Source: an optimization exercise on an open RTL-to-GDS flow (aim: small area and a short achievable clock period). Production flows keep margins and buffers that such runs may drop. Only simulation tests tie the RTL to the original design; equivalence was not proved. Power figures rest on the tool's default switching activity, not on a simulated workload.

run G:
==> module wdec, before the edit <==
module wdec(en, a, sel, nsel);
input en;
input [3:0] a;
output [15:0] sel, nsel;
wire [3:0] an, lo, hi;
g_inv i0 (.a(a[0]), .y(an[0]));
g_inv i1 (.a(a[1]), .y(an[1]));
g_inv i2 (.a(a[2]), .y(an[2]));
g_inv i3 (.a(a[3]), .y(an[3]));
g_nor2 l0 (.a(a[1]),  .b(a[0]),  .y(lo[0]));
g_nor2 l1 (.a(a[1]),  .b(an[0]), .y(lo[1]));
g_nor2 l2 (.a(an[1]), .b(a[0]),  .y(lo[2]));
g_nor2 l3 (.a(an[1]), .b(an[0]), .y(lo[3]));
g_nor2 h0 (.a(a[3]),  .b(a[2]),  .y(hi[0]));
g_nor2 h1 (.a(a[3]),  .b(an[2]), .y(hi[1]));
g_nor2 h2 (.a(an[3]), .b(a[2]),  .y(hi[2]));
g_nor2 h3 (.a(an[3]), .b(an[2]), .y(hi[3]));
genvar k;
generate
  for (k = 0; k < 16; k = k + 1) begin : d
    g_nand3 n (.a(en), .b(lo[k % 4]), .c(hi[k / 4]), .y(nsel[k]));
    g_inv   s (.a(nsel[k]), .y(sel[k]));
  end
endgenerate
endmodule
==> module g_nand3, before the edit <==
module g_nand3(a, b, c, y);
input a, b, c; output y;
assign y = ~(a & b & c);
endmodule
Settings: LEC_CHECK=0, CAP_MARGIN=20, CORE_MARGIN=2, CORE_UTILIZATION=40, SETUP_SLACK_MARGIN=1.5, SLEW_MARGIN=20, SYNTH_HIERARCHICAL=1; clock period 5.2 ns.
standard.sh (not shown) runs the stock make flow with config.mk's settings and CLKGATE_MAP_FILE= SYNTH_SCRIPT=/design/flow/synth_recipe.tcl, a recipe that flattens the netlist after the stock synthesis.
==> flow/flow/run.sh <==
#!/bin/bash
# Standard synthesis, then every combinational cell that synthesis gave a
# drive strength above 1 is set back to strength 1 (same function and pins;
# flip-flops are left as they are), then the standard layout from there.
# Clock tree: larger sink clusters and no dummy loads.
# Port buffers: buf_2 (the resizer sizes them from there).
# Each tool's output goes to a log file of its own in this folder.
set -euo pipefail
R=orfs/results/sky130hd/SIMD_CU/base
bash standard.sh synth > synth.log 2>&1
python3 flow/downsize.py "$FLOW_HOME/platforms/sky130hd/lib/sky130_fd_sc_hd__tt_025C_1v80.lib" \
  $R/1_2_yosys.v > downsize.log 2>&1
rm -f $R/1_synth.odb $R/1_synth.sdc
bash standard.sh finish \
  CTS_ARGS="-sink_clustering_enable -repair_clock_nets -dont_use_dummy_load -sink_clustering_size 24 -sink_clustering_max_diameter 80" \
  BUFFER_PORTS_ARGS="-buffer_cell sky130_fd_sc_hd__buf_2" \
  > layout.log 2>&1
==> flow/flow/downsize.py <==
# Set every combinational cell in a synthesized netlist to drive strength 1.
# usage: downsize.py LIBERTY NETLIST (the netlist is rewritten in place)
import re, sys, collections
lib, net = sys.argv[1], sys.argv[2]
cells = set(re.findall(r'cell\s*\(\s*"?(sky130_fd_sc_hd__\w+?)"?\s*\)', open(lib).read()))
keep = ('df', 'edf', 'sdf', 'dl', 'clk', 'conb', 'tap', 'fill', 'decap')
changed = collections.Counter()
def swap(m):
    name, base, size = m.group(0), m.group(1), m.group(2)
    if base.startswith(keep) or size == '1':
        return name
    new = 'sky130_fd_sc_hd__%s_1' % base
    if new not in cells:
        return name
    changed[name + ' -> ' + new] += 1
    return new
text = open(net).read()
text = re.sub(r'(?<=^  )sky130_fd_sc_hd__(\w+?)_(\d+)(?= )', swap, text, flags=re.M)
open(net, 'w').write(text)
for k, n in sorted(changed.items()):
    print(n, k)
Modified inputs, run R compared to run G
-- flow/design.v --
<<< run G, line 65
input [3:0] a;
output [15:0] sel, nsel;
wire [3:0] an, lo, hi;
g_inv i0 (.a(a[0]), .y(an[0]));
g_inv i1 (.a(a[1]), .y(an[1]));
g_inv i2 (.a(a[2]), .y(an[2]));
g_inv i3 (.a(a[3]), .y(an[3]));
g_nor2 l0 (.a(a[1]),  .b(a[0]),  .y(lo[0]));
g_nor2 l1 (.a(a[1]),  .b(an[0]), .y(lo[1]));
g_nor2 l2 (.a(an[1]), .b(a[0]),  .y(lo[2]));
g_nor2 l3 (.a(an[1]), .b(an[0]), .y(lo[3]));
g_nor2 h0 (.a(a[3]),  .b(a[2]),  .y(hi[0]));
g_nor2 h1 (.a(a[3]),  .b(an[2]), .y(hi[1]));
g_nor2 h2 (.a(an[3]), .b(a[2]),  .y(hi[2]));
g_nor2 h3 (.a(an[3]), .b(an[2]), .y(hi[3]));
genvar k;
generate
  for (k = 0; k < 16; k = k + 1) begin : d
    g_nand3 n (.a(en), .b(lo[k % 4]), .c(hi[k / 4]), .y(nsel[k]));
    g_inv   s (.a(nsel[k]), .y(sel[k]));
  end
endgenerate
>>> run R, line 65
input [3:0] a;
output [15:0] sel, nsel;
wire [3:0] lo_n, hi_n;
predec p (.a(a), .lo_n(lo_n), .hi_n(hi_n));
genvar k;
generate
  for (k = 0; k < 16; k = k + 1) begin : d
    wire s;
    g_nor2 s0 (.a(lo_n[k % 4]), .b(hi_n[k / 4]), .y(s));
    g_and2 s1 (.a(s), .b(en), .y(sel[k]));
    g_nand2 n (.a(s), .b(en), .y(nsel[k]));
  end
endgenerate
<<< run G, line 140
assign y = ~(a & b);
endmodule
module g_nand3(a, b, c, y);
input a, b, c; output y;
assign y = ~(a & b & c);
endmodule
module g_nor2(a, b, y);
>>> run R, line 131
assign y = ~(a & b);
endmodule
module g_and2(a, b, y);
input a, b; output y;
assign y = a & b;
endmodule
module g_nor2(a, b, y);
==> results.txt <==
After detailed routing, run G needs less wire than run R. Looking at width of the die across run R and run G, the one that comes out lower is run G. Run R ended up with a lower global-route usage than run G did. Of run R and run G, the run reporting the higher relative contribution of sequential cells to total power was run G. Maximum achievable frequency essentially unchanged between run R and run G. Of run R and run G, run R shows the higher number of cells produced by synthesis, with run G below it. The power of the clock network was comparable across run R and run G. Run R ended with every stage complete and zero timing, DRC or antenna violations. Relative to run G, the die outline height measured on run R has increased slightly. Capture point of the worst path: reg_read_data1[1] -> run G, reg_read_data3[2] -> run R. Compared with run G, in run R depth of the critical timing path with buffers and inverters included held steady, wire length of the first global-routing pass shrank by 0.65%.

==> port drivers added, routing unchanged <==
The results above use ideal ports. As a check the final layouts listed here were re-extracted and re-timed, cells and wires unchanged.
Step 1, drivers: a clkbuf_16 drives clk and a buf_2 each remaining input, both assumed.
Step 2 adds t to the input delays and takes it off the output delays; t is the mean of the earliest and latest rising clock arrival at the registers after step 1. Input paths then give back, and output paths get back, about the clock's delay inside the block.
Three values: ideal, step 1, step 2; two values: the first two.
| run | t (ns) | setup WS [ns] | worst setup path at the end | worst register clock-pin slew, ns | pins driven straight from the clock port |
|---|---|---|---|---|---|
| run G | 0.626 | 1.492 / 1.428 / 1.428 | input to output | 0.10 / 0.10 | 1 |
| run R | 0.625 | 1.498 / 1.463 / 1.463 | input to output | 0.10 / 0.10 | 1 |
After both steps setup and hold are still met in every run listed. The setup slack of run G, which loses most, moves by -0.064 ns with the drivers and by -0.064 ns with both steps.
